Source: an optimization exercise on an open RTL-to-GDS flow (aim: small area). Production flows keep margins and buffers that such runs may drop.
Only simulation tests tie the RTL to the original design; equivalence was not proved.
No activity file was given, so power comes from the tool's default toggle rates.

Design serdes, start of the top module:
module serdes (
    input  wire         clk,
    input  wire         reset,
    input  wire         ser_data_ready,
    output wire         ser_read_data,
    input  wire [511:0] ser_data_in,
    output wire         ser_write_data,
    output wire [31:0]  ser_data_out,
    input  wire         des_data_ready,
    output wire         des_read_data,
    input  wire [31:0]  des_data_in,
    output wire         des_write_data,
    output wire [511:0] des_data_out
);
clock: 6.0 ns
lec_check: 0
cap_margin: 20
core_area: 10 10 330 330
die_area: 0 0 340 340
slew_margin: 20
standard.sh (not shown) runs the stock make flow with config.mk's settings and CLKGATE_MAP_FILE= SYNTH_SCRIPT=/design/flow/synth_recipe.tcl, a recipe that flattens the netlist after the stock synthesis.
==> flow/flow/run.sh <==
#!/bin/bash
# Standard layout (standard.sh), with two changes: port buffers are buf_1,
# and the clock tree uses leaf clusters of up to 10 flip-flops, each driven
# by a clkbuf_4, without dummy loads.
set -euo pipefail
export BUFFER_PORTS_ARGS="-buffer_cell sky130_fd_sc_hd__buf_1"
export CTS_ARGS="-sink_clustering_enable -repair_clock_nets -dont_use_dummy_load -buf_list sky130_fd_sc_hd__clkbuf_4 -root_buf sky130_fd_sc_hd__clkbuf_16 -tree_buf sky130_fd_sc_hd__clkbuf_16 -sink_clustering_size 10 -sink_clustering_max_diameter 60"
bash standard.sh > standard.log 2>&1
Next try:
==> flow/flow/run.sh (replaced) <==
#!/bin/bash
# Standard layout (standard.sh), with two changes: port buffers are buf_1,
# and the clock tree uses small leaf clusters of clkbuf_4 without dummy loads.
set -euo pipefail
export BUFFER_PORTS_ARGS="-buffer_cell sky130_fd_sc_hd__buf_1"
export CTS_ARGS="-sink_clustering_enable -repair_clock_nets -dont_use_dummy_load -buf_list sky130_fd_sc_hd__clkbuf_4 -root_buf sky130_fd_sc_hd__clkbuf_16 -tree_buf sky130_fd_sc_hd__clkbuf_8 -sink_clustering_size 10 -sink_clustering_max_diameter 35"
bash standard.sh > standard.log 2>&1
Clock power grows by 8.3%.
Non-clock buffer count is unchanged.
Wire length rose by 0.33%.
Critical path depth is unchanged.
Die area is unchanged.
Worst hold slack loses 0.032 ns.
Core utilization rose by 0.18 points.
Clock skew grows by 0.018 ns.


== 09-25 ==
Another version of the RTL of serdes (not shown whole).
For scale: ~1600 cells after synthesis, about 1000 flip-flops, ~32000 um^2 of cells after synthesis.
Design serdes, start of the top module:
module serdes (
    input  wire         clk,
    input  wire         reset,
    input  wire         ser_data_ready,
    output wire         ser_read_data,
    input  wire [511:0] ser_data_in,
    output wire         ser_write_data,
    output wire [31:0]  ser_data_out,
    input  wire         des_data_ready,
    output wire         des_read_data,
    input  wire [31:0]  des_data_in,
    output wire         des_write_data,
    output wire [511:0] des_data_out
);
clock: 6.0 ns
lec_check: 0
cap_margin: 20
core_area: 10 10 330 330
die_area: 0 0 340 340
slew_margin: 20
run.sh (not shown) runs the stock make flow with config.mk's settings and CLKGATE_MAP_FILE= SYNTH_SCRIPT=/design/flow/synth_recipe.tcl, a recipe that flattens the netlist after the stock synthesis.
Stock flow here: none of the scripts above is used.
> inputs changed (09-25 -> 10-04)
==> flow/flow/run.sh (new file) <==
#!/bin/bash
# Standard layout (standard.sh), with two changes: port buffers are buf_1,
# and the clock tree uses small leaf clusters of clkbuf_4 without dummy loads.
set -euo pipefail
export BUFFER_PORTS_ARGS="-buffer_cell sky130_fd_sc_hd__buf_1"
export CTS_ARGS="-sink_clustering_enable -repair_clock_nets -dont_use_dummy_load -buf_list sky130_fd_sc_hd__clkbuf_4 -root_buf sky130_fd_sc_hd__clkbuf_16 -tree_buf sky130_fd_sc_hd__clkbuf_8 -sink_clustering_size 10 -sink_clustering_max_diameter 35"
bash standard.sh > standard.log 2>&1
==> flow/standard.sh (new file) <==
#!/bin/bash
# synth_recipe.tcl (not shown) runs the flow's synth.tcl, then flattens the netlist and writes it again
# the make line also repeats each setting of config.mk as NAME=value (left out here)
make -C /OpenROAD-flow-scripts/flow DESIGN_CONFIG=/design/flow/config.mk WORK_HOME=/design/flow/orfs CLKGATE_MAP_FILE= SYNTH_SCRIPT=/design/flow/synth_recipe.tcl "${@:-finish}"
removed: flow/run.sh
==> results.txt <==
- 10-04: done, clean on timing, DRC and antenna
- Looking at amount of wire on met2 after detailed routing, 10-04 sits 5800 um lower than 09-25 does.
- Per the comparison of 10-04 with 09-25, overall power of the completed layout went down by 23%, clock sink total comparable, count of buffering cells on the critical path with inverters included now sits lower.
- Of 10-04 and 09-25, it is 10-04 that has the higher number of DRC markers in iteration 0.
- 10-04 vs 09-25 — cell area dropped by more than 10%

## port drivers added, routing unchanged
The flow's constraints put no driver on any port. The routed layouts listed below were extracted and timed again, unchanged, in two steps.
Step 1, drivers: a clkbuf_16 drives clk and a buf_2 each remaining input, both assumed.
Step 2 times the ports against the registers' clock, not the clock port: input delays grow and output delays shrink by t, the midpoint of the rising clock arrivals with the driver on.
Slacks: ideal ports / drivers / drivers and shift; pairs: ideal ports / drivers.
run	t (ns)	setup WS [ns]	clock arrival spread, ns	pins driven straight from the clock port
the first run of note 1	0.672	2.679 / 2.611 / 3.113	0.075 / 0.075	1
the second run of note 1	0.711	2.691 / 2.619 / 3.113	0.118 / 0.118	1
09-25	0.742	2.221 / 2.191 / 2.191	0.044 / 0.044	1
10-04	0.704	2.702 / 2.632 / 2.480	0.114 / 0.115	1
After both steps every run listed still meets setup and hold. The setup slack of 10-04, which loses most, moves by -0.070 ns with the drivers and by -0.222 ns with both steps.
